Context: an optimization exercise on an open-source flow, tuned for small area and a short achievable clock period. The choices shown serve that exercise and are no tape-out recipe.
The RTL was checked by simulation tests, not by an equivalence proof against the original design.
No activity file was given, so power comes from the tool's default toggle rates.

Design fft_16, start of the top module:
module fft_16 (
    input                clk,
    input                rst_n,
    input                en,
    input  signed [11:0] sin_re,
    input  signed [11:0] sin_im,
    output signed [11:0] sout_re,
    output signed [11:0] sout_im
);
Size: roughly 4400 cells after synthesis, roughly 700 flip-flops, about 0.042 sq mm of cells after synthesis.
export LEC_CHECK = 0
export ABC_CLOCK_PERIOD_IN_PS = 2500
export CAP_MARGIN = 20
export CORE_MARGIN = 2
export CORE_UTILIZATION = 40
export SLEW_MARGIN = 20
create_clock -name core_clock -period 11.0 [get_ports {clk}]
standard.sh (not shown) runs the stock make flow with config.mk's settings and CLKGATE_MAP_FILE= SYNTH_SCRIPT=/design/flow/synth_recipe.tcl, a recipe that flattens the netlist after the stock synthesis.
==> flow/flow/run.sh <==
#!/bin/bash
set -euo pipefail
export SETUP_SLACK_MARGIN=7.7
export SETUP_MOVE_SEQUENCE=unbuffer,sizeup,swap,clone,split
bash standard.sh > make_standard.log 2>&1
The starting point completed with no timing, DRC or antenna violations.
Next try:
Settings changed: CTS_CLUSTER_DIAMETER set to 60, CTS_CLUSTER_SIZE set to 20, PLACE_DENSITY set to 0.7.
Critical path depth came out lower by 1.
Core utilization is lower by 0.53 points.
Via count goes up by 2.2%.
Design area shrinks by 1.1%.
Power goes down by 3.0%.
Routed wire length came out lower by 2.9%.
Die area stays the same.
Area after synthesis stays the same.
Count of clock-buffer cells in the layout goes down by 25.
Next try:
==> flow/flow/run.sh (replaced) <==
#!/bin/bash
set -euo pipefail
export SETUP_SLACK_MARGIN=7.6
export SETUP_MOVE_SEQUENCE=unbuffer,sizeup,swap,clone,split
bash standard.sh > make_standard.log 2>&1
Settings changed: CTS_CLUSTER_DIAMETER 60 to 80, CTS_CLUSTER_SIZE 20 to 25.
After rerunning: Wire length is lower slightly; sequential share of layout area climbs by 0.85 points; sequential power stays flat.
Next try:
==> flow/flow/run.sh (replaced) <==
#!/bin/bash
set -euo pipefail
export SETUP_SLACK_MARGIN=7.9
export SETUP_MOVE_SEQUENCE=unbuffer,sizeup,swap,clone,split
bash standard.sh > make_standard.log 2>&1
Settings changed: PLACE_DENSITY 0.7 to not set.
After rerunning:
- worst hold slack improves by 11 ps
- clock power rose by a little under a tenth
- clock skew barely changes

* * *

## build 75
fft_16 again, from the RTL that the note above started with.
==> flow/design.v (excerpt) <==
module fft_16 (
    input                clk,
    input                rst_n,
    input                en,
    input  signed [11:0] sin_re,
    input  signed [11:0] sin_im,
    output signed [11:0] sout_re,
    output signed [11:0] sout_im
);
export LEC_CHECK = 0
export ABC_CLOCK_PERIOD_IN_PS = 2500
export CAP_MARGIN = 20
export CORE_MARGIN = 2
export CORE_UTILIZATION = 40
export CTS_CLUSTER_DIAMETER = 80
export CTS_CLUSTER_SIZE = 25
export SLEW_MARGIN = 20
create_clock -name core_clock -period 11.0 [get_ports {clk}]
==> flow/flow/run.sh <==
#!/bin/bash
set -euo pipefail
export SETUP_SLACK_MARGIN=7.5
export SETUP_MOVE_SEQUENCE=unbuffer,sizeup,swap,clone,split
bash standard.sh > make_standard.log 2>&1
--- input diff build 75..build 64 ---
--- a/flow/config.mk
+++ b/flow/config.mk
@@ -11,4 +11,2 @@
 export CORE_UTILIZATION = 40
-export CTS_CLUSTER_DIAMETER = 80
-export CTS_CLUSTER_SIZE = 25
 export SLEW_MARGIN = 20
Findings:
Changes observed in build 64 relative to build 75: number of instances resized during post-cts repair lower; post-route worst hold slack shows an increase of 11 ps; final critical-path required period now smaller.
Build 64 vs build 75, total stage count of the critical path went up by 2.
Of build 64 and build 75, build 64 shows the lower fraction of standard cell area that is sequential, with build 75 above it.
Transition time of the tightest slew-check pin: build 64 lower than build 75
Build 64: met2 layer usage reported by global route 0.20 points below build 75
Build 64 ended up with a higher cell area than build 75 did.
Internal power consumption for build 64: 0.98 mW up relative to build 75
Relative to build 75, leakage power has increased by about 3.5% in build 64.
Final cycle utilization of the critical path: build 64 lower than build 75
[inputs] build 52 vs build 64
==> flow/flow/run.sh <==
#!/bin/bash
set -euo pipefail
export SETUP_SLACK_MARGIN=7.7
export SETUP_MOVE_SEQUENCE=unbuffer,sizeup,swap,clone,split
bash standard.sh > make_standard.log 2>&1
--- a/flow/config.mk
+++ b/flow/config.mk
@@ -11,2 +11,4 @@
 export CORE_UTILIZATION = 40
+export CTS_CLUSTER_DIAMETER = 80
+export CTS_CLUSTER_SIZE = 25
 export SLEW_MARGIN = 20
## What came out
Re design area: build 52 is 370 sq um down on build 64.
Worst hold-check slack, build 64 and build 52, lower one = build 52.
Cmp build 52 vs build 64: area added between synthesis and finish lower in build 52

* * *

fft_16, a different RTL version from the one above (not shown whole).
Size in the first run: about 4,200 cells after synthesis, roughly 51 I/O pins, about 40,000 sq um of cells after synthesis.
Settings: LEC_CHECK=0, ABC_CLOCK_PERIOD_IN_PS=2500, CAP_MARGIN=20, CORE_MARGIN=2, CORE_UTILIZATION=40, SLEW_MARGIN=20; clock period 11.0 ns.
==> flow/flow/run.sh <==
#!/bin/bash
set -euo pipefail
export SETUP_SLACK_MARGIN=7.5
bash standard.sh > make_standard.log 2>&1
Then changed:
--- a/flow/flow/run.sh
+++ b/flow/flow/run.sh
@@ -3,0 +4 @@
+export SETUP_MOVE_SEQUENCE=unbuffer,sizeup,swap,clone,split
Outcome:
- maximum frequency is lower slightly
- register-to-register slack loses 0.04 ns
- clock skew is about the same
- setup slack loses 0.021 ns
- non-clock buffer count is lower by 88
- utilization is lower by 0.58 points
- sequential share of layout area is higher by 0.37 points
- total power stays flat
- sequential power stays flat
- routed wire length is higher slightly

re-timing with driven ports:
In the flow no input, the clock included, has a driving cell. The finished layouts below were timed again as built, in two steps.
Step 1 (the two cells are an assumption about what drives the block):
set clk [get_ports {clk}]
set_driving_cell -lib_cell sky130_fd_sc_hd__clkbuf_16 $clk
set_driving_cell -lib_cell sky130_fd_sc_hd__buf_2 [delete_from_list [all_inputs] $clk]
Step 2, shift: input delay + t, output delay - t, t = (earliest + latest rising clock arrival at the registers) / 2. This alone moves slack from input paths to output paths.
Slacks: no drivers / after step 1 / after step 2; pairs: no drivers / after step 1.
| run | t, ns | setup slack, ns | latest minus earliest clock arrival (ns) | slew at the worst register clock pin (ns) | pins driven straight from the clock port |
|---|---|---|---|---|---|
| the first run of note 1 | 0.725 | 7.578 / 7.578 / 6.959 | 0.058 / 0.058 | 0.07 / 0.07 | 1 |
| the second run of note 1 | 0.718 | 7.573 / 7.573 / 6.983 | 0.050 / 0.051 | 0.08 / 0.08 | 1 |
| the third run of note 1 | 0.666 | 7.478 / 7.478 / 6.939 | 0.048 / 0.048 | 0.10 / 0.10 | 1 |
| the fourth run of note 1 | 0.712 | 7.568 / 7.568 / 6.967 | 0.043 / 0.043 | 0.11 / 0.11 | 1 |
| build 75 | 0.702 | 7.484 / 7.494 / 6.824 | 0.054 / 0.055 | 0.10 / 0.10 | 1 |
| build 64 | 0.721 | 7.503 / 7.489 / 6.818 | 0.035 / 0.034 | 0.07 / 0.07 | 1 |
| build 52 | 0.712 | 7.597 / 7.597 / 6.988 | 0.046 / 0.045 | 0.10 / 0.10 | 1 |
| the first run of note 3 | 0.702 | 7.284 / 7.317 / 6.616 | 0.027 / 0.027 | 0.07 / 0.07 | 1 |
| the second run of note 3 | 0.697 | 7.262 / 7.297 / 6.600 | 0.026 / 0.026 | 0.07 / 0.07 | 1 |
After both steps setup and hold are still met in every run listed. For build 64, which loses most, drivers alone change the setup slack by -0.014 ns; drivers and shift together by -0.685 ns.
